This design comes from an exercise in tuning for small area and a short achievable clock period on the open sky130 flow, not from production work. Where RTL was checked, it was by simulation tests only, not by an equivalence proof against the original. Only the layout flow was run in runs 2 to 5; the RTL was not checked for function there. No activity file was given, so power comes from the tool's default toggle rates.

==> design.v <==
module DMemory_IO(
     output logic [15:0] rdata,   
     output logic [6:0] io_display,  
     input logic clock,   
     input logic [15:0] addr,    
     input logic [15:0] wdata,   
     input logic write,   
     input logic read,    
     input logic io_sw0,  
     input logic io_sw1   
     );
reg [15:0] memcell[0:127];  
always_comb
	begin
	if (read == 0) rdata = 0;
	else  
		begin
		if (addr >= 0 && addr < 256)
               rdata = memcell[addr[7:1]];
		else if (addr == 16'hfff0)
               rdata = {14'd0,io_sw1,io_sw0};
		else rdata = 0;  
		end
	end
always_ff @(posedge clock)
	if (write == 1 && addr == 16'hfffa)
         io_display <= wdata[6:0];
always_ff @(posedge clock)
     if (write == 1 && addr>= 0 && addr < 256)
          memcell[addr[7:1]] <= wdata;
endmodule
module RegFile(
     output logic [15:0] rdata1,   
     output logic [15:0] rdata2,   
     input logic clock,
     input logic [15:0] wdata,    
     input logic [2:0] waddr,    
     input logic [2:0] raddr1,   
     input logic [2:0] raddr2,   
     input logic write     
     );
reg [15:0] regcell[0:7];
always_ff @(posedge clock)
     if (write==1) regcell[waddr]<=wdata;
always_comb
     begin
     if (raddr1 == 7) 	rdata1 = 0;
     else rdata1 = regcell[raddr1];
     end
always_comb
     begin
     if (raddr2 == 7) 	rdata2 = 0;
     else rdata2 = regcell[raddr2];
     end
endmodule
module ALU(
     output logic [15:0] result,  
     output logic zero_result,  
     input logic [15:0] indata0,      
     input logic [15:0] indata1,      
     input logic [2:0] select        
     );
always_comb
	case(select)
	0: result = indata0 + indata1;
	1: result = indata0 - indata1;
	2: result = indata0;
	3: result = indata0 | indata1;
	4: result = indata0 & indata1;
	default: result = 0;
	endcase
always_comb  
	if (result == 0) 	zero_result = 1;
	else 			  	zero_result = 0;
endmodule
module MUX2(
     output logic [15:0] result,
     input logic [15:0] indata0,
     input logic [15:0] indata1,
     input logic select
     );
always_comb
	case(select)
	0: result = indata0;
	1: result = indata1;
	endcase
endmodule
module MUX4(
     output logic [15:0] result,
     input logic [15:0] indata0,
     input logic [15:0] indata1,
     input logic [15:0] indata2,
     input logic [15:0] indata3,
     input logic [1:0] select
     );
always_comb
	case(select)
	0: result = indata0;
	1: result = indata1;
	2: result = indata2;
	3: result = indata3;
	endcase
endmodule
module Control(
     output logic reg2loc,
     output logic uncondbranch,
     output logic branch,
     output logic memread,
     output logic memtoreg,
     output logic [2:0] alu_select,
     output logic memwrite,
     output logic alusrc,
     output logic regwrite,
     input logic [3:0] opcode
     );
always_comb
	case(opcode)
	0:			 
		begin
		reg2loc = 0;    
		branch = 0;     
    uncondbranch = 0;
		memread = 0;    
		memtoreg = 0;   
		alu_select = 0;  
		memwrite = 0;   
		alusrc = 0;     
		regwrite = 1;   
		end
	5:			 
		begin
		reg2loc = 0;    
		branch = 0;     
    uncondbranch = 0;
		memread = 1;    
		memtoreg = 1;   
		alu_select = 0;  
		memwrite = 0;   
		alusrc = 1;     
		regwrite = 1;   
		end
	6:			 
		begin
		reg2loc = 1;    
		branch = 0;     
    uncondbranch = 0;
		memread = 0;    
		memtoreg = 0;   
		alu_select = 0;  
		memwrite = 1;   
		alusrc = 1;     
		regwrite = 0;   
		end
	7:			 
		begin
		reg2loc = 1;    
		branch = 1;     
    uncondbranch = 0;
		memread = 0;    
		memtoreg = 0;   
		alu_select = 2;  
		memwrite = 0;   
		alusrc = 0;     
		regwrite = 0;   
		end
	8:			 
		begin
		reg2loc = 0;    
		branch = 0;     
    uncondbranch = 0;
		memread = 0;    
		memtoreg = 0;   
		alu_select = 0;  
		memwrite = 0;   
		alusrc = 1;     
		regwrite = 1;   
		end
	9:			 
		begin
		reg2loc = 0;    
		branch = 0;     
    uncondbranch = 0;
		memread = 0;    
		memtoreg = 0;   
		alu_select = 4;  
		memwrite = 0;   
		alusrc = 1;     
		regwrite = 1;   
		end
  default:
		begin
		reg2loc = 0;
		uncondbranch = 0;
		branch = 0;
		memread = 0;
		memtoreg = 0;
		alu_select = 0;
		memwrite = 0;
		alusrc = 0;
		regwrite = 0;
		end
	endcase
endmodule
module PCLogic(
     output logic [15:0] pc,   
     input logic clock,  
     input logic [15:0] signext,	 
     input logic uncondbranch,
     input logic branch,
     input logic alu_zero,
     input logic reset
     );
always_ff @(posedge clock)
	begin
	if (reset==1) pc <= 0;
  else if (branch == 1 && alu_zero == 1) pc <= pc + (signext << 1);
  else if(uncondbranch == 1) pc <= pc + (signext << 1);
	else pc <= pc+2;  
	end
endmodule
module LEGLiteSingle(
	iaddr,		 
	daddr,		 
	dwrite,		 
	dread,		 
	dwdata,		 
	alu_out,	 
	clock,
	idata,		 
	ddata,		 
	reset
	);
output [15:0] iaddr;
output [15:0] daddr;
output dwrite;
output dread;
output [15:0] dwdata;
output [15:0] alu_out;
input clock;
input [15:0] idata;  
input [15:0] ddata;
input reset;
wire reg2loc;
wire memread;
wire memtoreg;
wire[2:0] alu_select;
wire memwrite;
wire alusrc;
wire[15:0] pcout;  
wire[15:0] signext;
wire[15:0] alumuxout;
wire[15:0] iaddr;   
wire[15:0] readreg2;
wire[15:0] rdata1;
wire[15:0] rdata2;
wire[15:0] wdata;
wire[2:0] waddr;
assign alu_out = daddr;
assign dwdata = rdata2;
assign dwrite = memwrite;
assign dread = memread;
assign signext = {{10{idata[11]}}, idata[11:6]};
Control control(
	reg2loc,
	uncondbranch,
	branch,
	memread,
	memtoreg,
	alu_select,
	memwrite,
	alusrc,
	regwrite,
	{idata[15:12]}
	);
MUX2 regfilemux(
	readreg2,
	{{13'b0},idata [11:9]},
	{{13'b0},idata [2:0]},
	reg2loc
	);
RegFile regfile(
	rdata1,
	rdata2,
	clock,
	wdata,
	{idata[2:0]},
	{idata[5:3]},
	readreg2[2:0],
	regwrite
	);
MUX2 alumux(
	alumuxout,
	rdata2,
	signext,
	alusrc
	);
MUX2 datamux(
	wdata,
	daddr,
	ddata,
	memtoreg
	);
ALU alu(
	daddr,
	zero_result,
	rdata1,
	alumuxout,
	alu_select
	);
PCLogic PC(
	iaddr,
	clock,
	signext,
	uncondbranch,
	branch,
	zero_result,
	reset
	);
endmodule
==> run.sh <==
#!/bin/bash
# synth_recipe.tcl (not shown) runs the flow's synth.tcl, then flattens the netlist and writes it again
# the make line also repeats each setting of config.mk as NAME=value (left out here)
make -C /OpenROAD-flow-scripts/flow DESIGN_CONFIG=/design/flow/config.mk WORK_HOME=/design/flow/orfs CLKGATE_MAP_FILE= SYNTH_SCRIPT=/design/flow/synth_recipe.tcl finish
==> config.mk <==
export PLATFORM = sky130hd
export DESIGN_NAME = LEGLiteSingle
export DESIGN_NICKNAME = LEGLiteSingle
export VERILOG_FILES = /design/flow/design.v
export SDC_FILE = /design/flow/constraint.sdc
export NUM_CORES = 4
export LEC_CHECK = 0
export CAP_MARGIN = 20
export CORE_MARGIN = 2
export CORE_UTILIZATION = 40
export SLEW_MARGIN = 20
==> constraint.sdc <==
create_clock -name core_clock -period 10.0 [get_ports {clock}]
set_input_delay 2.0000 -clock core_clock [delete_from_list [all_inputs] [get_ports {clock}]]
set_output_delay 2.0000 -clock core_clock [all_outputs]
set_load 0.01 [all_outputs]
==> results.cfg, run 1 <==
[global_route]
antenna_found_initial = 0
grt_start_max_net_pins = 26
grt-ovfl-total = 0
grtUsageTotal = 0.252
grt_pass1_vias = 7512
grt_pass1_wl_microns = 44800

[die]
core_sq_um = 22400
start_util = 0.404
rows = 55
die_area_sq_um = 23900
die_x_microns = 155
num_io_pins = 100
die-height_microns = 155

[synthesis]
synthCells = 839
yosysWarnings = 9
syn-num-nets = 906
synth_mux_area_frac = 0.153
synth_xor_area_frac = 0.0280
synthSimpleGateAreaFrac = 0.142
synth_area_per_cell_sq_um = 10.8
synth_compound_area_frac = 0.147
yosysUniqueCellTypes = 79
synth_fa_ha_area_frac = 0.0472
syn_area_sq_um = 9070
synth_seq_cells = 136
synth-seq-area-share = 0.434
ys.flop_type = edfxtp_1
synth-edff-count = 121
synth_top_family_by_area = multiplexers
async_flop_share = 0

[detailed_routing]
drt_iter0_drc = 565
dr.pass1.iters = 4
drt-met1-wl_microns = 13200
routed_via_density = 5.77
ant_nets = 0
topRoutingLayerUsed = met4
wl_per_cell_microns = 22.1
met2_wirelength_microns = 14300
wl_met3_microns = 1530
drc = 0
drt-total-wl_microns = 29900
via_count = 7793

[placement]
hpwl_microns = 22200
place.gp.congestion = 0.986
port_buffers = 98
pre_cts_ws_ns = -0.559

[power]
p_sw_frac = 0.332
power_frac_comb = 0.387
vdd_drop_max_uv = 117
p_sw_uw = 743
internal_power_mw = 1.50
power_density_nw_per_um2 = 187
p_seq_frac = 0.317
pwr-share-clk = 0.297
design_power_total_mw = 2.24
p_leak_nw = 4.83

[cts]
h-tree-depth = 4
hold_buffers = 0
clock_latency_ns = 0.43
cts_made_buffers = 17
cts_buffer_depth = 2
cts_sinks = 136
cts_tree = built
cts-root-buf = clkbuf_16
clkSlewWorstSetupHoldPaths_ns = 0.07

[timing]
hold_viol = 0
hold_ws_ns = 0.629
period_share = 0.956
finClkSkew_ns = 0.00777
fmax_ghz = 0.105
tns_ns = 0
tightest_slew_ns = 1.10
setup_violations = 0
finalMaxSlewViolations = 0
setup_ws_ns = 0.442
max-slew-margin-rel = 0.261
fin_crit_ns = 9.56
rsz0062_at_grt = false

[cells_and_area]
antenna_cells = 0
final_layout_size_suffix_gt1_frac = 0.242
layout.nets = 1119
syn_to_final_growth_pct = 32.0
fin_util = 0.534

[setup_path]
critical_path.cell_chain = clkdlybuf4s50_1 > and3b_2 > mux2_2 > buf_4 > mux4_2 > a22oi_2 > nand2_1 > inv_1 > ha_1 > nand4_1 > buf_4 > or3_1 > nor2_1 > xnor2_1 > ha_1 > a211o_1 > a21o_1 > a211o_1 > a21bo_2 > and3_1 > buf_4 > a211o_1 > dlymetal6s2s_1
crit_path_top_delay_cell = clkdlybuf4s50_1
crit_type = in -> out
cp-end-kind = output port
arrival_ns = 7.56
critical_path.max_stage_delay_ns = 0.53
startpoint_type = input pin
worstPathMaxFanout = 12
cp.required_ns = 8.00

[flow_run]
cap_violations = 0

[hold_path]
hp-class = reg -> reg

[status]
status = timing/DRC/antenna clean
## layout make-up
cell class / count / area (sq um)
fill: 1993 / 10500
tap: 285 / 357
timing repair buffer: 254 / 2170
inverter: 29 / 109
clock buffer: 18 / 429
multi-input combinational: 614 / 4790
clock inverter: 14 / 181
sequential: 136 / 3930
## worst max-delay path, delay by kind of cell
| family | cells | cell delay [ns] |
|---|---|---|
| buffers and inverters | 6 | 1.33 |
| AND/OR/NAND/NOR | 6 | 1.30 |
| XOR/XNOR | 1 | 0.08 |
| AO/OA/AOI/OAI | 6 | 1.55 |
| multiplexers | 2 | 0.74 |
| adder cells (fa/ha/maj) | 2 | 0.55 |
## through the flow
stage               cells  area [sq um]
detailed placement   1317         11300
global placement     1317         11300
CTS                  1349         11900
floorplan             839          9070
finish               1350         12000
global route         1350         12000
## repair_timing
action	4_1_cts	5_1_grt
endpoints found under the setup margin	1	5
setup buffers	0	1
pin swaps	0	8
resized for setup	1	19
## logic make-up (layout without fill, tap and decap cells)
family / count (synthesis) / after routing
AO/OA/AOI/OAI: 189 / 189
other: 1 / 1
multiplexers: 101 / 101
AND/OR/NAND/NOR: 261 / 261
adder cells (fa/ha/maj): 33 / 33
buffers and inverters: 89 / 315
flip-flops: 136 / 136
XOR/XNOR: 29 / 29
## path summary, 6_finish.rpt
kind	start	to	slack (ns)	cells after the start
min reg2reg	PC.pc[1]	PC.pc[1]	0.63	2
max reg2reg	regfile.regcell[6][2]	PC.pc[15]	2.68	29
min	PC.pc[1]	PC.pc[1]	0.63	2
max	idata[14]	alu_out[15]	0.44	23
## synthesized netlist by cell type, types with 13 or more instances
library cell / count / area (sq um)
xor2_1: 13 / 114
inv_1: 27 / 101
xnor2_1: 16 / 140
mux4_2: 26 / 586
o21ai_0: 36 / 180
edfxtp_1: 121 / 3630
nand2_1: 78 / 293
clkbuf_1: 29 / 109
mux2_2: 14 / 158
mux2i_1: 58 / 581
nor2_1: 70 / 263
nor3_1: 23 / 115
dfxtp_1: 15 / 300
ha_1: 31 / 388
a21oi_1: 38 / 190
buf_4: 20 / 150
## metal layers
| layer | track usage | up-vias |
|---|---|---|
| met1 | 0.331 | 3850 |
| met2 | 0.422 | 280 |
| met3 | 0.0426 | 52 |
| li1 | - | 3611 |
| met4 | 0.0899 | 0 |
| met5 | 0 | - |
## registers in the layout, summed over array words and instances (netlist names)
register and count:
regfile.regcell 121, PC.pc 15
## power groups by stage
| stage | Combinational (mW) | Clock, mW | Sequential [mW] |
|---|---|---|---|
| 2_1_floorplan | 0.445 | 0 | 0.719 |
| 3_3_place_gp | 0.848 | 0 | 0.721 |
| 3_5_place_dp | 0.854 | 0 | 0.722 |
| 4_1_cts | 0.858 | 0.673 | 0.710 |
| 5_1_grt | 0.927 | 0.696 | 0.711 |
| 6_report | 0.866 | 0.665 | 0.710 |
## placed cells by master (no fill, tap or decap), drive strengths merged, types with 28 or more instances in the layout
cell / count
a21oi: 38
buf: 158
clkdlybuf4s50: 94
edfxtp: 121
ha: 31
inv: 36
mux2i: 58
mux4: 28
nand2: 78
nor2: 70
o21ai: 36
==> run 2, diff against run 1 <==
==> design.v (replaced) <==
module LEGLiteSingle(
	output [15:0] iaddr,    
	output [15:0] daddr,    
	output        dwrite,   
	output        dread,    
	output [15:0] dwdata,   
	output [15:0] alu_out,  
	input         clock,
	input  [15:0] idata,    
	input  [15:0] ddata,    
	input         reset
	);
wire [3:0] op = idata[15:12];
wire [2:0] rd = idata[2:0];
wire [2:0] rn = idata[5:3];
wire [2:0] rm = idata[11:9];
wire [15:0] imm = {{10{idata[11]}}, idata[11:6]};
wire is_add  = (op == 4'd0);
wire is_ld   = (op == 4'd5);
wire is_st   = (op == 4'd6);
wire is_cbz  = (op == 4'd7);
wire is_addi = (op == 4'd8);
wire is_andi = (op == 4'd9);
wire use_imm = is_ld | is_st | is_addi | is_andi;
wire regwrite = is_add | is_ld | is_addi | is_andi;
reg [15:0] r0, r1, r2, r3, r4, r5, r6;
function automatic [15:0] rdreg(input [2:0] a, input [15:0] q0, q1, q2, q3, q4, q5, q6);
	case (a)
	3'd0: rdreg = q0;
	3'd1: rdreg = q1;
	3'd2: rdreg = q2;
	3'd3: rdreg = q3;
	3'd4: rdreg = q4;
	3'd5: rdreg = q5;
	3'd6: rdreg = q6;
	default: rdreg = 16'd0;
	endcase
endfunction
wire [2:0] ra2 = (op[3:1] == 3'b011) ? rd : rm;
wire [15:0] rdata1 = rdreg(rn,  r0, r1, r2, r3, r4, r5, r6);
wire [15:0] rdata2 = rdreg(ra2, r0, r1, r2, r3, r4, r5, r6);
wire [15:0] opb = use_imm ? imm : rdata2;
wire [15:0] sum = rdata1 + opb;
wire [15:0] result = is_andi ? (rdata1 & imm) : is_cbz ? rdata1 : sum;
assign alu_out = result;
assign daddr   = result;
assign dwdata  = rdata2;
assign dread   = is_ld;
assign dwrite  = is_st;
wire [15:0] wdata = is_ld ? ddata : result;
always @(posedge clock) begin
	if (regwrite) begin
		case (rd)
		3'd0: r0 <= wdata;
		3'd1: r1 <= wdata;
		3'd2: r2 <= wdata;
		3'd3: r3 <= wdata;
		3'd4: r4 <= wdata;
		3'd5: r5 <= wdata;
		3'd6: r6 <= wdata;
		default: ;
		endcase
	end
end
reg [15:1] pc;
wire taken = is_cbz & (rdata1 == 16'd0);
wire [15:1] pc_inc = taken ? imm[14:0] : 15'd1;
always @(posedge clock) begin
	if (reset) pc <= 15'd0;
	else pc <= pc + pc_inc;
end
assign iaddr = {pc, 1'b0};
endmodule
==> run 2 against run 1 <==
Compared with the run above:
- first-iteration DRC count is 19% higher
- final area down 18%
- global-route usage shrank 0.11 points
- synthesized cell count fell by 13%
- largest power group is now sequential cells
==> results.cfg, run 2 <==
[detailed_routing]
ant_nets = 0
wl_per_cell_microns = 23.9
drt-total-wl_microns = 26500
routed_via_density = 6.06
drc = 0
dr.pass1.iters = 6
via_count = 6707
drt_iter0_drc = 675

[die]
core_sq_um = 19500
start_util = 0.409
die_x_microns = 145
die_area_sq_um = 21100
die-height_microns = 145
rows = 51
num_io_pins = 100

[timing]
max-slew-margin-rel = 0.291
rsz0062_at_grt = false
setup_violations = 0
period_share = 0.957
finClkSkew_ns = 0.00917
fmax_ghz = 0.105
setup_ws_ns = 0.431
hold_viol = 0
finalMaxSlewViolations = 0
fin_crit_ns = 9.57
hold_ws_ns = 0.612
tightest_slew_ns = 1.06
tns_ns = 0

[synthesis]
synthCells = 732
synth_commonest_cells = edfxtp_1, mux2i_1, nand2_1, nor2_1, a21oi_1
async_flop_share = 0
synth_seq_cells = 127
ys.flop_type = edfxtp_1
yosysUniqueCellTypes = 66
synth-seq-area-share = 0.459
synth_top_cell_area_share = 0.422
synth_most_common_cell = edfxtp_1
synth_largest_area_cell = edfxtp_1
syn_area_sq_um = 7980
synth-edff-count = 112
synth_area_per_cell_sq_um = 10.9
synthTopCellsByArea = edfxtp_1, mux2i_1, ha_1
syn-num-nets = 797
yosysWarnings = 1

[status]
status = timing/DRC/antenna clean

[cts]
h-tree-depth = 4
clock_latency_ns = 0.42
cts_made_buffers = 17
cts_resized = 0
hold_buffers = 0
cts-root-buf = clkbuf_16
post_cts_buffers = 0
clkSlewWorstSetupHoldPaths_ns = 0.06
cts_sinks = 127
cts_tree = built
cts_buffer_depth = 2

[global_route]
grt-ovfl-total = 0
grtUsageTotal = 0.251
grt_start_max_net_pins = 25
use_met3 = 0.0582
grt_pass1_wl_microns = 40000
grt_pass1_vias = 6652
top_usage_layer = met2
use_met1 = 0.307
antenna_found_initial = 0
grt.met2_usage = 0.427

[cells_and_area]
syn_to_final_growth_pct = 23.6
fin_util = 0.505
layout_commonest_cell = edfxtp_1
layout.nets = 894
multi_input_area_sq_um = 3940
layout_common_cells = edfxtp_1, clkdlybuf4s50_1, mux2i_1, nand2_1, nor2_1
antenna_cells = 0
fin_area_sq_um = 9860
final_layout_size_suffix_gt1_frac = 0.127
fin_cells = 1107
regArea_sq_um = 3660
fill_cells = 1731

[placement]
hpwl_microns = 19200
place.gp.congestion = 0.899
port_buffers = 98
place_area_sq_um = 9250
pre_cts_ws_ns = 0.575
placed_cells = 1075

[hold_path]
hp-class = reg -> reg

[setup_path]
cp.required_ns = 8.00
crit_type = in -> out
arrival_ns = 7.57
cp-end-kind = output port
worstPathMaxFanout = 14
startpoint_type = input pin

[power]
power_density_nw_per_um2 = 187
p_leak_nw = 3.72
vdd_drop_max_uv = 139
design_power_total_mw = 1.84

[flow_run]
cap_violations = 0
run 2: cell type report:
type,instances,share of cell area
multi-input cells,527,0.399
flip-flops and latches,127,0.372
well taps,265,0.0336
repair buffers,128,0.123
clock buffers,17,0.0431
clock inverters,15,0.0185
inverters,28,0.0107
run 2: final timing paths:
kind	start	end	slack, ns	cells after the start
hold reg to reg	pc[1]	pc[1]	0.61	2
hold / removal	pc[1]	pc[1]	0.61	2
setup reg to reg	r1[11]	pc[15]	4.87	17
setup / recovery	idata[14]	daddr[12]	0.43	17
run 2: routing by layer:
| metal | wire (microns) | share of wire |
|---|---|---|
| met2 | 13100 | 0.49 |
| met1 | 10500 | 0.40 |
| met3 | 1980 | 0.075 |
| met4 | 964 | 0.036 |
| met5 | 0 | 0 |
run 2: where the power goes:
part	switching, mW	internal, mW	total (mW)
Sequential	0.00665	0.643	0.650
Combinational	0.311	0.241	0.553
Clock	0.244	0.395	0.639
Total	0.562	1.28	1.84
run 2: logic make-up (layout without fill, tap and decap cells):
kind of cell | count (synthesis) | after routing | share of synthesized area
fa+ha+maj | 31 | 31 | 0.0505
buf+inv | 78 | 188 | 0.0499
compound gates | 201 | 201 | 0.172
other cells | 1 | 1 | 0.000470
simple gates | 178 | 178 | 0.112
xor+xnor | 21 | 21 | 0.0231
flops | 127 | 127 | 0.459
mux | 95 | 95 | 0.133
run 2: worst max-delay path, cell delays in order:
cell	delay [ns]
clkdlybuf4s50_1	0.64
and3b_1	0.58
nor2_1	0.14
a21oi_2	0.50
buf_12	0.23
mux2i_1	0.22
o22ai_1	0.09
a211o_1	0.28
mux2_2	0.31
fa_1	0.49
a211oi_1	0.33
nor2_1	0.12
a21oi_1	0.21
a211oi_1	0.14
xnor2_1	0.16
o22ai_1	0.48
clkdlybuf4s50_1	0.65
==> run 3, diff against run 2 <==
==> flow/run.sh (new file) <==
#!/bin/bash
# Standard ORFS layout, but port buffers use the small buf_1 cell instead of the
# delay buffer buffer_ports picks by default.
set -euo pipefail
bash standard.sh "BUFFER_PORTS_ARGS=-buffer_cell sky130_fd_sc_hd__buf_1" finish > standard.log 2>&1
==> standard.sh (new file) <==
#!/bin/bash
# synth_recipe.tcl (not shown) runs the flow's synth.tcl, then flattens the netlist and writes it again
# the make line also repeats each setting of config.mk as NAME=value (left out here)
make -C /OpenROAD-flow-scripts/flow DESIGN_CONFIG=/design/flow/config.mk WORK_HOME=/design/flow/orfs CLKGATE_MAP_FILE= SYNTH_SCRIPT=/design/flow/synth_recipe.tcl "${@:-finish}"
--- a/config.mk
+++ b/config.mk
@@ -8,4 +8,5 @@
 export CAP_MARGIN = 20
 export CORE_MARGIN = 2
 export CORE_UTILIZATION = 40
+export SETUP_SLACK_MARGIN = 3
 export SLEW_MARGIN = 20
removed: run.sh
==> run 3 against run 2 <==
Compared with the run above:
- die area unchanged
- maximum frequency increased by 24%
- register-to-register slack improved by 0.25 ns
==> results.cfg, run 3 <==
[status]
status = timing/DRC/antenna clean

[setup_path]
critical_path.max_stage_delay_ns = 0.39
crit_end = daddr[15]
r2r_end = pc[15]
reg2reg_slack_ns = 5.12
cp.required_ns = 8.00
crit_path_top_delay_cell = ha_2
r2r_cells = 18
crit_start = idata[15]
worstPathMaxFanout = 6
reg2reg_from = r0[14]
crit_type = in -> out
arrival_ns = 5.74
startpoint_type = input pin
cp-end-kind = output port
critical_path.cell_chain = buf_8 > and3b_4 > buf_6 > nor2_4 > a21oi_4 > buf_6 > buf_4 > mux2i_1 > o22ai_1 > a211o_1 > mux2_2 > ha_2 > nor2_1 > o21ai_2 > nand3b_1 > and3_4 > o31a_1 > o31a_1 > buf_2

[timing]
finalMaxSlewViolations = 0
fin_crit_ns = 7.74
tns_ns = 0
hold_ws_ns = 0.623
tightest_slew_ns = 0.959
fmax_ghz = 0.129
finClkSkew_ns = 0.0277
hold_viol = 0
max-slew-margin-rel = 0.354
rsz0062_at_grt = true
period_share = 0.774
setup_violations = 0

[cts]
cts-root-buf = clkbuf_16
cts_tree = built
cts_sinks = 127
clock_latency_ns = 0.44
cts_made_buffers = 17
h-tree-depth = 4
clkSlewWorstSetupHoldPaths_ns = 0.05
hold_buffers = 0
cts_buffer_depth = 2

[die]
die_area_sq_um = 21100
num_io_pins = 100
start_util = 0.409
core_sq_um = 19500
die-height_microns = 145
rows = 51
die_x_microns = 145

[synthesis]
ys.flop_type = edfxtp_1
synth_commonest_cells = edfxtp_1, mux2i_1, nand2_1, nor2_1, a21oi_1
syn_area_sq_um = 7980
synth_seq_cells = 127
synth_top_cell_area_share = 0.422
yosysUniqueCellTypes = 66
synthCells = 732
synth_most_common_cell = edfxtp_1
syn-num-nets = 797
synthTopCellsByArea = edfxtp_1, mux2i_1, ha_1
async_flop_share = 0
synth-seq-area-share = 0.459
synth_area_per_cell_sq_um = 10.9
synth_largest_area_cell = edfxtp_1
yosysWarnings = 1
synth-edff-count = 112

[detailed_routing]
drc = 0
dr.pass1.iters = 6
routed_via_density = 5.93
via_count = 6851
wl_per_cell_microns = 22.8
ant_nets = 0
drt_iter0_drc = 700
drt-total-wl_microns = 26400

[global_route]
grtUsageTotal = 0.244
antenna_found_initial = 0
grt_pass1_vias = 6581
grt-ovfl-total = 0
grt_pass1_wl_microns = 38800
grt_start_max_net_pins = 31

[cells_and_area]
fill_cells = 1743
syn_to_final_growth_pct = 29.7
final_layout_size_suffix_gt1_frac = 0.295
multi_input_area_sq_um = 4520
antenna_cells = 0
layout_common_cells = edfxtp_1, buf_1, buf_4, mux2i_1, nand2_1
layout.nets = 943
layout_commonest_cell = edfxtp_1
regArea_sq_um = 3660

[power]
power_density_nw_per_um2 = 180
p_leak_nw = 3.93
vdd_drop_max_uv = 135

[hold_path]
hp-class = reg -> reg

[placement]
place.gp.congestion = 0.977
port_buffers = 98
hpwl_microns = 17500

[flow_run]
cap_violations = 0
run 3: cell types whose count changed in the layout (fill, tap and decap cells not counted), sizes merged:
| cell | delta |
|---|---|
| buf | +141 |
| clkdlybuf4s50 | -97 |
| inv | -6 |
| clkinvlp | +5 |
| bufinv | -1 |
| clkbuf | +8 |
| clkinv | -1 |
run 3: worst max-delay path: cells and delay by family:
| family | cells | cell delay [ns] |
|---|---|---|
| AOI/OAI and AO/OA | 6 | 1.35 |
| and+or+nand+nor | 5 | 0.81 |
| buffers and inverters | 5 | 0.68 |
| muxes | 2 | 0.49 |
| adders and majority gates | 1 | 0.39 |
run 3: cell families after synthesis:
family                     synth area share
other                              0.000470
xor gates and xnor gates             0.0231
muxes                                 0.133
AOI/OAI and AO/OA                     0.172
and+or+nand+nor                       0.112
buffers and inverters                0.0499
adders and majority gates            0.0505
DFF                                   0.459
run 3: metrics by stage:
step | util | instance area (sq um) | cells | total power, mW | setup slack, ns
after floorplan | - | 8200 | 732 | 1.01 | 2.41
after global placement | 0.448 | 8740 | 1066 | 1.12 | 1.38
after detailed placement | 0.448 | 8740 | 1066 | 1.12 | 1.32
after CTS | 0.510 | 9960 | 1143 | 1.78 | 2.36
after global routing | 0.530 | 10300 | 1156 | 1.93 | 2.13
final | 0.530 | 10300 | 1156 | 1.86 | 2.26
run 3: timing repair:
| action | in CTS | in global routing |
|---|---|---|
| resized for setup | 84 | 67 |
| pin swaps | 29 | 36 |
| setup endpoints to repair | 33 | 32 |
| buffers inserted | 45 | 13 |
run 3: metal layers:
| metal | part of all wire | GRT usage | wire length [microns] |
|---|---|---|---|
| met1 | 0.43 | 0.323 | 11300 |
| met2 | 0.46 | 0.385 | 12100 |
| met3 | 0.073 | 0.0557 | 1920 |
| met4 | 0.039 | 0.107 | 1030 |
| met5 | 0 | 0 | 0 |
run 3: worst min-delay path by stage:
stage | startpoint | to | slack (ns) | cells after the start
after global routing | pc[1] | pc[1] | 0.67 | 2
final | pc[1] | pc[1] | 0.62 | 2
after CTS | pc[1] | pc[1] | 0.63 | 2
after global placement | pc[1] | pc[1] | 0.60 | 2
after detailed placement | pc[1] | pc[1] | 0.62 | 2
after floorplan | pc[1] | pc[1] | 0.63 | 2
run 3: report_power, final:
group | internal, mW | leakage [nW] | switching (mW)
registers | 0.643 | 1.13 | 0.00698
clock network | 0.363 | 0.265 | 0.235
logic | 0.264 | 2.53 | 0.347
total | 1.27 | 3.93 | 0.589
run 3: layout make-up:
type | instances | area share
clock buffer | 20 | 0.0422
timing repair buffer | 177 | 0.112
clock inverter | 12 | 0.0115
sequential | 127 | 0.354
inverter | 28 | 0.0109
multi-input combinational | 527 | 0.437
tap | 265 | 0.0320
==> run 4, diff against run 3 <==
--- a/config.mk
+++ b/config.mk
@@ -8,5 +8,4 @@
 export CAP_MARGIN = 20
 export CORE_MARGIN = 2
 export CORE_UTILIZATION = 40
-export SETUP_SLACK_MARGIN = 3
 export SLEW_MARGIN = 20
==> run 4 against run 3 <==
Compared with the run above:
- final area is 10% lower
- critical path depth is 2 lower
- non-clock buffer count is 50 lower
- clock power is 11% higher
- die area stayed put
- still clean
- sequential share of layout area is 4.1 points higher
- sequential power hardly changed
- clock skew is 0.020 ns lower
==> results.cfg, run 4 <==
[synthesis]
synth_commonest_cells = edfxtp_1, mux2i_1, nand2_1, nor2_1, a21oi_1
synth_top_cell_area_share = 0.422
synth-edff-count = 112
synth_seq_cells = 127
yosysWarnings = 1
synthCells = 732
synth_area_per_cell_sq_um = 10.9
synth-seq-area-share = 0.459
syn_area_sq_um = 7980
yosysUniqueCellTypes = 66
synth_largest_area_cell = edfxtp_1
ys.flop_type = edfxtp_1
async_flop_share = 0
syn-num-nets = 797
synth_most_common_cell = edfxtp_1
synthTopCellsByArea = edfxtp_1, mux2i_1, ha_1

[detailed_routing]
dr.pass1.iters = 6
routed_via_density = 5.94
drc = 0
drt-total-wl_microns = 24900
wl_per_cell_microns = 22.6
ant_nets = 0
drt_iter0_drc = 735
via_count = 6573

[placement]
placed_cells = 1074
pre_cts_ws_ns = 1.38
port_buffers = 98
place.gp.congestion = 0.987
place_area_sq_um = 8640
hpwl_microns = 17600

[cts]
cts_tree = built
post_cts_buffers = 0
cts_buffer_depth = 2
cts_made_buffers = 17
cts_resized = 0
hold_buffers = 0
h-tree-depth = 4
clock_latency_ns = 0.43
cts-root-buf = clkbuf_16
clkSlewWorstSetupHoldPaths_ns = 0.06
cts_sinks = 127

[power]
power_frac_comb = 0.254
pwr-share-clk = 0.377
vdd_drop_max_uv = 133
internal_power_mw = 1.20
p_seq_frac = 0.369
power_density_nw_per_um2 = 190
p_sw_frac = 0.319
design_power_total_mw = 1.76
p_sw_uw = 562
p_leak_nw = 3.47

[cells_and_area]
fill_cells = 1856
fin_util = 0.474
fin_cells = 1106
layout.nets = 893
final_layout_size_suffix_gt1_frac = 0.133
fin_area_sq_um = 9270
layout_common_cells = edfxtp_1, buf_1, mux2i_1, nand2_1, nor2_1
antenna_cells = 0
syn_to_final_growth_pct = 16.1
layout_commonest_cell = edfxtp_1

[timing]
max-slew-margin-rel = 0.290
tns_ns = 0
fin_crit_ns = 8.76
setup_ws_ns = 1.24
finalMaxSlewViolations = 0
setup_violations = 0
rsz0062_at_grt = false
tightest_slew_ns = 1.03
fmax_ghz = 0.114
hold_viol = 0
hold_ws_ns = 0.618
finClkSkew_ns = 0.00822
period_share = 0.876

[hold_path]
hp-start = pc[1]
holdPathStages = 2
hp-class = reg -> reg

[die]
start_util = 0.409
die-height_microns = 145
rows = 51
num_io_pins = 100
die_x_microns = 145
die_area_sq_um = 21100
core_sq_um = 19500

[global_route]
grtUsageTotal = 0.238
grt_pass1_vias = 6303
grt_start_max_net_pins = 32
grt-ovfl-total = 0
grt_pass1_wl_microns = 37900
antenna_found_initial = 0

[setup_path]
worstPathMaxFanout = 14
arrival_ns = 6.76
cp-end-kind = output port
startpoint_type = input pin
r2r_cells = 18
crit_start = idata[13]
crit_type = in -> out
cp.required_ns = 8.00
reg2reg_from = r0[2]

[status]
status = timing/DRC/antenna clean

[flow_run]
cap_violations = 0
==> run 4: final cells by class <==
cell class                 count  area [sq um]  area share
clock inverter                15           196      0.0212
timing repair buffer         127           587      0.0633
tap                          265           332      0.0358
sequential                   127          3660       0.395
clock buffer                  17           425      0.0459
multi-input combinational    527          3960       0.427
inverter                      28           105      0.0113
==> run 4: cell families after synthesis <==
group / synth area share
simple gates: 0.112
other cells: 0.000470
xor+xnor: 0.0231
compound gates: 0.172
fa+ha+maj: 0.0505
flops: 0.459
buf+inv: 0.0499
mux: 0.133
==> run 4: worst paths after layout <==
path | to | slack (ns)
worst min register to register | pc[1] | 0.62
worst max-delay path | alu_out[15] | 1.24
worst min-delay path | pc[1] | 0.62
worst max register to register | pc[15] | 4.90
==> run 4: worst max-delay path, stage by stage <==
cell      delay (ns)
buf_1           0.26
nand3b_1        0.51
nand3_1         0.27
o21a_1          0.42
nor2_1          0.35
a22o_1          0.33
a211o_1         0.28
mux2_2          0.28
ha_1            0.36
o21ai_0         0.14
o21a_1          0.21
o211ai_1        0.32
nand3b_1        0.15
and3_1          0.19
o31a_1          0.24
o31a_1          0.29
buf_1           0.14
==> run 4: per-layer routing <==
layer  global-route usage  up-vias  share of wire
li1                     -     2998              -
met4                0.109        0          0.038
met5                    0        -              0
met2                0.382      327           0.47
met3               0.0528       62          0.075
met1                0.306     3186           0.42
==> run 4: power groups by stage <==
stage	registers, mW	clock network [mW]	logic (mW)
5_1_grt	0.650	0.688	0.486
3_5_place_dp	0.660	0	0.442
2_1_floorplan	0.658	0	0.324
6_report	0.649	0.662	0.447
3_3_place_gp	0.660	0	0.440
4_1_cts	0.649	0.667	0.444
==> run 5, diff against run 4 <==
--- a/design.v
+++ b/design.v
@@ -25,16 +25,9 @@
 wire regwrite = is_add | is_ld | is_addi | is_andi;
 reg [15:0] r0, r1, r2, r3, r4, r5, r6;
 function automatic [15:0] rdreg(input [2:0] a, input [15:0] q0, q1, q2, q3, q4, q5, q6);
-	case (a)
-	3'd0: rdreg = q0;
-	3'd1: rdreg = q1;
-	3'd2: rdreg = q2;
-	3'd3: rdreg = q3;
-	3'd4: rdreg = q4;
-	3'd5: rdreg = q5;
-	3'd6: rdreg = q6;
-	default: rdreg = 16'd0;
-	endcase
+	rdreg = ({16{a == 3'd0}} & q0) | ({16{a == 3'd1}} & q1) | ({16{a == 3'd2}} & q2)
+	      | ({16{a == 3'd3}} & q3) | ({16{a == 3'd4}} & q4) | ({16{a == 3'd5}} & q5)
+	      | ({16{a == 3'd6}} & q6);
 endfunction
 wire [2:0] ra2 = (op[3:1] == 3'b011) ? rd : rm;
 wire [15:0] rdata1 = rdreg(rn,  r0, r1, r2, r3, r4, r5, r6);
==> run.sh (new file) <==
#!/bin/bash
# synth_recipe.tcl (not shown) runs the flow's synth.tcl, then flattens the netlist and writes it again
# the make line also repeats each setting of config.mk as NAME=value (left out here)
make -C /OpenROAD-flow-scripts/flow DESIGN_CONFIG=/design/flow/config.mk WORK_HOME=/design/flow/orfs CLKGATE_MAP_FILE= SYNTH_SCRIPT=/design/flow/synth_recipe.tcl finish
removed: flow/run.sh
removed: standard.sh
==> run 5 against run 4 <==
Compared with the run above:
- still clean
- global-route usage grew 0.65 points
- clock power fell by 15%
- final area rose by 6.4%
- first-iteration DRC count decreased by 21%
- routed wire length rose by 4.5%
- sequential power is essentially flat
- worst hold slack gained 0.016 ns
- power is 0.75% higher
- via count rose by 1.1%
- worst setup slack lost 0.89 ns
- combinational power rose by 25%
- sequential share of layout area decreased by 2.4 points
- critical endpoint unchanged
==> results.cfg, run 5 <==
[cells_and_area]
layout_common_cells = edfxtp_1, clkdlybuf4s50_1, nor2_1, nand2_1, a21oi_1
fin_cells = 1123
fill_cells = 1752
layout_commonest_cell = edfxtp_1
final_layout_size_suffix_gt1_frac = 0.136
multi_input_area_sq_um = 4010
regArea_sq_um = 3660
syn_to_final_growth_pct = 22.9
antenna_cells = 0
layout.nets = 910

[cts]
h-tree-depth = 4
cts-root-buf = clkbuf_16
cts_sinks = 127
hold_buffers = 0
cts_buffer_depth = 2
cts_tree = built
cts_made_buffers = 17
clock_latency_ns = 0.42
clkSlewWorstSetupHoldPaths_ns = 0.06

[setup_path]
reg2reg_slack_ns = 5.37
crit_type = in -> out
r2r_end = r3[15]
arrival_ns = 7.65
worstPathMaxFanout = 12
r2r_cells = 15
startpoint_type = input pin
cp-end-kind = output port
reg2reg_from = r2[1]
cp.required_ns = 8.00

[global_route]
grt_pass1_vias = 6501
grt_pass1_wl_microns = 39100
antenna_found_initial = 1
grtUsageTotal = 0.244
grt-ovfl-total = 0
grt_start_max_net_pins = 37

[placement]
port_buffers = 98
placed_cells = 1084
place.gp.congestion = 0.950
pre_cts_ws_ns = 0.329
hpwl_microns = 18800

[die]
rows = 51
die_area_sq_um = 21200
num_io_pins = 100
die-height_microns = 146
start_util = 0.409
core_sq_um = 19600
die_x_microns = 146

[power]
p_leak_nw = 3.68
power_density_nw_per_um2 = 180
vdd_drop_max_uv = 139

[timing]
period_share = 0.965
finClkSkew_ns = 0.0120
hold_viol = 0
setup_violations = 0
tns_ns = 0
finalMaxSlewViolations = 0
setup_ws_ns = 0.349
tightest_slew_ns = 1.05
fmax_ghz = 0.104
rsz0062_at_grt = false
fin_crit_ns = 9.65
max-slew-margin-rel = 0.297

[synthesis]
synthTopCellsByArea = edfxtp_1, ha_1, mux2_2
syn-num-nets = 813
yosysUniqueCellTypes = 70
synthCells = 748
async_flop_share = 0
synth_top_cell_area_share = 0.419
synth-edff-count = 112
synth-seq-area-share = 0.457
synth_largest_area_cell = edfxtp_1
syn_area_sq_um = 8020
synth_commonest_cells = edfxtp_1, nor2_1, nand2_1, a21oi_1, mux2_2
yosysWarnings = 1
synth_most_common_cell = edfxtp_1
synth_seq_cells = 127
synth_area_per_cell_sq_um = 10.7
ys.flop_type = edfxtp_1

[detailed_routing]
wl_met3_microns = 2560
via_count = 6645
drt_iter0_drc = 584
topRoutingLayerUsed = met5
wl_per_cell_microns = 23.2
ant_nets = 0
drc = 0
dr.pass1.iters = 7
drt-total-wl_microns = 26100
drt-met1-wl_microns = 11100
met2_wirelength_microns = 11900
routed_via_density = 5.92

[flow_run]
cap_violations = 0

[status]
status = timing/DRC/antenna clean

[hold_path]
hp-start = pc[1]
hp-class = reg -> reg
holdPathStages = 2
holdPathEnd = pc[1]
## run 5: cell count changes in the layout (fill, tap and decap cells not counted), sizes merged, moves of 11 or more
| cell | previous run | this run |
|---|---|---|
| buf | 126 | 33 |
| clkdlybuf4s50 | 0 | 97 |
| mux2 | 30 | 41 |
| mux2i | 61 | 30 |
| nor2 | 45 | 75 |
| o22ai | 16 | 4 |
## run 5: through the flow
step	power, mW	cell area (sq um)	hold WS [ns]	util
after floorplan	0.982	8020	0.629	-
after global placement	1.20	9250	0.620	0.472
after detailed placement	1.21	9250	0.615	0.472
after CTS	1.77	9790	0.636	0.500
after global routing	1.84	9860	0.652	0.503
final	1.77	9860	0.633	0.503
## run 5: cell families (layout without fill, tap and decap cells)
logic type               Yosys count  after routing  synth area share
AO/OA/AOI/OAI                    156            156             0.131
XOR/XNOR                          24             24            0.0262
flip-flops                       127            127             0.457
multiplexers                      83             83             0.130
adder cells (fa/ha/maj)           31             31            0.0503
AND/OR/NAND/NOR                  251            251             0.158
other                              1              1          0.000468
buffers and inverters             75            185            0.0467
## run 5: worst max path at each step
stage	from	end	slack, ns	cells after the start
after global routing	idata[13]	alu_out[15]	0.03	18
after CTS	idata[13]	alu_out[15]	0.27	18
final	idata[13]	alu_out[15]	0.35	18
after detailed placement	idata[13]	alu_out[15]	0.33	18
after floorplan	idata[13]	daddr[15]	1.69	21
after global placement	idata[13]	alu_out[15]	0.45	18
## run 5: what timing repair did
action                                  4_1_cts  5_1_grt
resized for setup                             0        1
hold endpoints to repair                      0        0
buffers inserted                              0        5
endpoints found under the setup margin        0        2
## run 5: cell type report
class | count | share of cell area
Sequential cell | 127 | 0.372
Clock inverter | 13 | 0.0107
Tap cell | 265 | 0.0336
Clock buffer | 19 | 0.0439
Timing Repair Buffer | 130 | 0.125
Inverter | 23 | 0.00876
Multi-Input combinational cell | 546 | 0.406
## run 5: worst max-delay path: stages
cell	delay, ns
clkdlybuf4s50_1	0.57
and3b_1	0.41
o31ai_1	0.92
a222oi_1	0.26
o21ai_0	0.22
nor2_1	0.09
nor2_1	0.20
ha_1	0.29
a211oi_1	0.39
nor3_1	0.15
nor2_1	0.18
a2111oi_0	0.15
o41ai_1	0.57
a21o_1	0.22
nand3_1	0.07
or3_1	0.33
nand2_1	0.10
clkdlybuf4s50_1	0.54
## run 5: power breakdown
group,switching [mW],internal [mW]
Sequential,0.00682,0.643
Combinational,0.313,0.244
Clock,0.245,0.321
Total,0.564,1.21
## run 5: per-layer routing
| layer | vias up | track usage |
|---|---|---|
| met5 | - | 0 |
| met4 | 2 | 0.0799 |
| met3 | 48 | 0.0702 |
| met2 | 347 | 0.387 |
| met1 | 3233 | 0.323 |
| li1 | 3015 | - |
==> run 6, diff against run 5 <==
==> design.v (replaced) <==
module LEGLiteSingle(
	output [15:0] iaddr,    
	output [15:0] daddr,    
	output        dwrite,   
	output        dread,    
	output [15:0] dwdata,   
	output [15:0] alu_out,  
	input         clock,
	input  [15:0] idata,    
	input  [15:0] ddata,    
	input         reset
	);
wire [3:0] op = idata[15:12];
wire [2:0] rd = idata[2:0];
wire [2:0] rn = idata[5:3];
wire [2:0] rm = idata[11:9];
wire [15:0] imm = {{10{idata[11]}}, idata[11:6]};
wire is_add  = (op == 4'd0);
wire is_ld   = (op == 4'd5);
wire is_st   = (op == 4'd6);
wire is_cbz  = (op == 4'd7);
wire is_addi = (op == 4'd8);
wire is_andi = (op == 4'd9);
wire use_imm = is_ld | is_st | is_addi | is_andi;
wire regwrite = is_add | is_ld | is_addi | is_andi;
reg [15:0] r [0:6];
wire st_or_cbz = (op[3:1] == 3'b011);
wire [6:0] sel1, sel2;
genvar k;
generate
	for (k = 0; k < 7; k = k + 1) begin : g_sel
		assign sel1[k] = (rn == k);
		assign sel2[k] = st_or_cbz ? (~op[0] & (rd == k)) : (rm == k);
	end
endgenerate
reg [15:0] rdata1, rdata2;
integer i;
always @(*) begin
	rdata1 = 16'd0;
	rdata2 = 16'd0;
	for (i = 0; i < 7; i = i + 1) begin
		rdata1 = rdata1 | ({16{sel1[i]}} & r[i]);
		rdata2 = rdata2 | ({16{sel2[i]}} & r[i]);
	end
end
wire [15:0] opb = use_imm ? imm : rdata2;
wire [15:0] sum = rdata1 + opb;
wire [15:0] result = is_andi ? (rdata1 & imm) : sum;
assign alu_out = result;
assign daddr   = result;
assign dwdata  = rdata2;
assign dread   = is_ld;
assign dwrite  = is_st;
wire [15:0] wdata = is_ld ? ddata : result;
always @(posedge clock) begin
	for (i = 0; i < 7; i = i + 1)
		if (regwrite && rd == i) r[i] <= wdata;
end
reg [15:1] pc;
wire taken = is_cbz & (rdata1 == 16'd0);
wire [15:1] pc_inc = taken ? imm[14:0] : 15'd1;
always @(posedge clock) begin
	if (reset) pc <= 15'd0;
	else pc <= pc + pc_inc;
end
assign iaddr = {pc, 1'b0};
endmodule
==> flow/run.sh (new file) <==
#!/bin/bash
# Standard ORFS layout, but port buffers use the small buf_1 cell instead of the
# delay buffer buffer_ports picks by default.
set -euo pipefail
bash standard.sh "BUFFER_PORTS_ARGS=-buffer_cell sky130_fd_sc_hd__buf_1" finish > standard.log 2>&1
==> standard.sh (new file) <==
#!/bin/bash
# synth_recipe.tcl (not shown) runs the flow's synth.tcl, then flattens the netlist and writes it again
# the make line also repeats each setting of config.mk as NAME=value (left out here)
make -C /OpenROAD-flow-scripts/flow DESIGN_CONFIG=/design/flow/config.mk WORK_HOME=/design/flow/orfs CLKGATE_MAP_FILE= SYNTH_SCRIPT=/design/flow/synth_recipe.tcl "${@:-finish}"
--- a/config.mk
+++ b/config.mk
@@ -5,6 +5,7 @@
 export SDC_FILE = /design/flow/constraint.sdc
 export NUM_CORES = 4
 export LEC_CHECK = 0
+export ABC_AREA = 1
 export CAP_MARGIN = 20
 export CORE_MARGIN = 2
 export CORE_UTILIZATION = 40
removed: run.sh
==> run 6 against run 5 <==
Compared with the run above:
- count of clock-buffer cells in the layout fell by 2
- global-route usage up 0.64 points
- combinational power is 26% lower
- critical path depth grew 4
- routed wire length is 0.87% lower
- worst setup slack better by 1.6 ns
- critical path type unchanged
==> results.cfg, run 6 <==
[detailed_routing]
drt_iter0_drc = 680
drt-total-wl_microns = 25800
drc = 0
via_count = 7285
dr.pass1.iters = 8
wl_per_cell_microns = 19.4
ant_nets = 0
routed_via_density = 5.48

[cells_and_area]
syn_to_final_growth_pct = 13.0
layout_commonest_cell = nand2_1
final_layout_size_suffix_gt1_frac = 0.0563
layout.nets = 1117
largest_register_ffs = 112
fill_cells = 1936
top_regs = r: 112 flops, pc: 15 flops
largest_register = r
fin_area_sq_um = 8840
antenna_cells = 0
layout_common_cells = nand2_1, edfxtp_1, inv_1, buf_1, nor2_1

[flow_run]
cap_violations = 0

[die]
die-height_microns = 144
core_sq_um = 19300
start_util = 0.405
rows = 51
num_io_pins = 100
die_area_sq_um = 20700
die_x_microns = 144

[setup_path]
reg2reg_slack_ns = 6.36
crit_type = in -> out
crit_path_top_delay_cell = nand2_1
cp-end-kind = output port
cpMostUsedCell = nand3_1
arrival_ns = 6.07
critical_path.max_stage_delay_ns = 0.44
startpoint_type = input pin
critical_path.cell_chain = buf_1 > nand3_1 > nand3_1 > nand2_1 > inv_1 > nor2_1 > a221oi_1 > nand2_1 > nand2_1 > o21ai_0 > ha_1 > fa_1 > nand3_1 > nand3_1 > nand3_1 > nand3_1 > nand2_1 > nand2_1 > a21oi_1 > nor2_1 > o21ai_0 > buf_1
cp.required_ns = 8.00
worstPathMaxFanout = 13

[timing]
fin_crit_ns = 8.07
finClkSkew_ns = 0.0103
finalMaxSlewViolations = 0
rsz0062_at_grt = false
setup_violations = 0
hold_ws_ns = 0.607
fmax_ghz = 0.124
tns_ns = 0
tightest_slew_ns = 1.08
max-slew-margin-rel = 0.278
hold_viol = 0
setup_ws_ns = 1.93
period_share = 0.807

[cts]
post_cts_buffers = 0
clkSlewWorstSetupHoldPaths_ns = 0.06
cts-root-buf = clkbuf_16
cts_made_buffers = 17
cts_resized = 0
cts_buffer_depth = 2
h-tree-depth = 4
cts_sinks = 127
clock_latency_ns = 0.43
hold_buffers = 0
cts_tree = built

[global_route]
grtUsageTotal = 0.250
antenna_found_initial = 0
grt-ovfl-total = 0
grt_pass1_vias = 6612
grt_start_max_net_pins = 32
grt_pass1_wl_microns = 37800

[power]
power_density_nw_per_um2 = 184
vdd_drop_max_uv = 105
p_leak_nw = 3.79
design_power_total_mw = 1.62

[synthesis]
yosysWarnings = 2
async_flop_share = 0
synth-edff-count = 112
synthCells = 974
synth-seq-area-share = 0.468
synth_commonest_cells = nand2_1, edfxtp_1, inv_1, nor2_1, nand3_1
synth_top_cell_area_share = 0.430
syn_area_sq_um = 7820
synth_area_per_cell_sq_um = 8.03
yosysUniqueCellTypes = 42
synth_largest_area_cell = edfxtp_1
synthTopCellsByArea = edfxtp_1, nand2_1, inv_1
synth_seq_cells = 127
syn-num-nets = 1039
synth_most_common_cell = nand2_1
ys.flop_type = edfxtp_1

[placement]
place.gp.congestion = 0.970
hpwl_microns = 18800
port_buffers = 98
pre_cts_ws_ns = 1.99
place_area_sq_um = 8310

[hold_path]
hp-class = reg -> reg

[status]
status = timing/DRC/antenna clean
## run 6: cell count changes in the layout (fill, tap and decap cells not counted), sizes merged, moves of 36 or more
| cell | previous run | this run |
|---|---|---|
| nand4 | 5 | 41 |
| nand3 | 19 | 70 |
| nand2 | 56 | 280 |
| inv | 29 | 122 |
| clkdlybuf4s50 | 97 | 0 |
| buf | 33 | 104 |
| mux2 | 41 | 0 |
## run 6: per-stage QoR
step	cells	utilization
global route	1330	0.457
floorplan	974	-
CTS	1330	0.457
global placement	1298	0.430
finish	1330	0.457
detailed placement	1298	0.430
## run 6: final timing paths
| kind | cells after the start | startpoint | to |
|---|---|---|---|
| max | 22 | idata[14] | daddr[14] |
| min | 3 | pc[1] | pc[1] |
| max reg2reg | 18 | r[1][9] | r[0][14] |
| min reg2reg | 3 | pc[1] | pc[1] |
## run 6: cell type report
cell class	count	area, sq um	area share
Sequential cell	127	3660	0.414
Multi-Input combinational cell	684	3450	0.391
Inverter	118	443	0.0501
Clock buffer	17	425	0.0481
Timing Repair Buffer	104	413	0.0467
Tap cell	265	332	0.0375
Clock inverter	15	114	0.0129
## run 6: routing by layer
| layer | track usage | vias up | routed length [microns] |
|---|---|---|---|
| met1 | 0.334 | 3339 | 10900 |
| met3 | 0.0653 | 83 | 2250 |
| met2 | 0.372 | 404 | 11300 |
| li1 | - | 3459 | - |
| met4 | 0.133 | 0 | 1330 |
| met5 | 0 | - | 0 |
## run 6: where the power goes
group	internal, mW	switching, mW	total [mW]	leakage (nW)
Clock	0.318	0.248	0.566	0.250
Sequential	0.640	0.00639	0.647	1.13
Combinational	0.108	0.304	0.412	2.40
## run 6: worst max-delay path, delay by kind of cell
family	cells	cell delay, ns
adders and majority gates	2	0.68
buffers and inverters	3	0.65
AOI/OAI and AO/OA	4	0.86
and+or+nand+nor	13	1.89
## run 6: kinds of logic (layout without fill, tap and decap cells)
group	after synthesis	count (layout)	share of synthesized area
AND/OR/NAND/NOR	491	491	0.266
buffers and inverters	163	254	0.0902
AO/OA/AOI/OAI	157	157	0.119
flip-flops	127	127	0.468
adder cells (fa/ha/maj)	31	31	0.0515
XOR/XNOR	4	4	0.00448
other	1	1	0.000479

## static timing again, ports no longer ideal
No port has a modelled driver above. Below, the same layouts with a new extraction and two added sets of constraints. Step 1 sets driving cells, clkbuf_16 on the clock port and buf_2 on the other inputs (assumed; they add their load-dependent delay and slew). Step 2 times the ports against the registers' clock, not the clock port: input delays grow and output delays shrink by t, the midpoint of the rising clock arrivals with the driver on. Three values: ideal, step 1, step 2; two values: the first two.
| run | shift t [ns] | slack for setup (ns) | worst slew at a driven data input, ns |
|---|---|---|---|
| run 1 | 0.470 | 0.442 / 0.420 / 0.075 | 0.04 |
| run 2 | 0.460 | 0.431 / 0.385 / 0.385 | 0.05 |
| run 3 | 0.472 | 2.263 / 2.219 / 2.219 | 0.06 |
| run 4 | 0.472 | 1.240 / 1.192 / 1.192 | 0.06 |
| run 5 | 0.458 | 0.349 / 0.319 / 0.319 | 0.04 |
| run 6 | 0.473 | 1.925 / 1.904 / 1.904 | 0.04 |
After both steps every run listed still meets setup and hold. For run 1, which loses most, drivers alone change the setup slack by -0.022 ns; drivers and shift together by -0.367 ns.
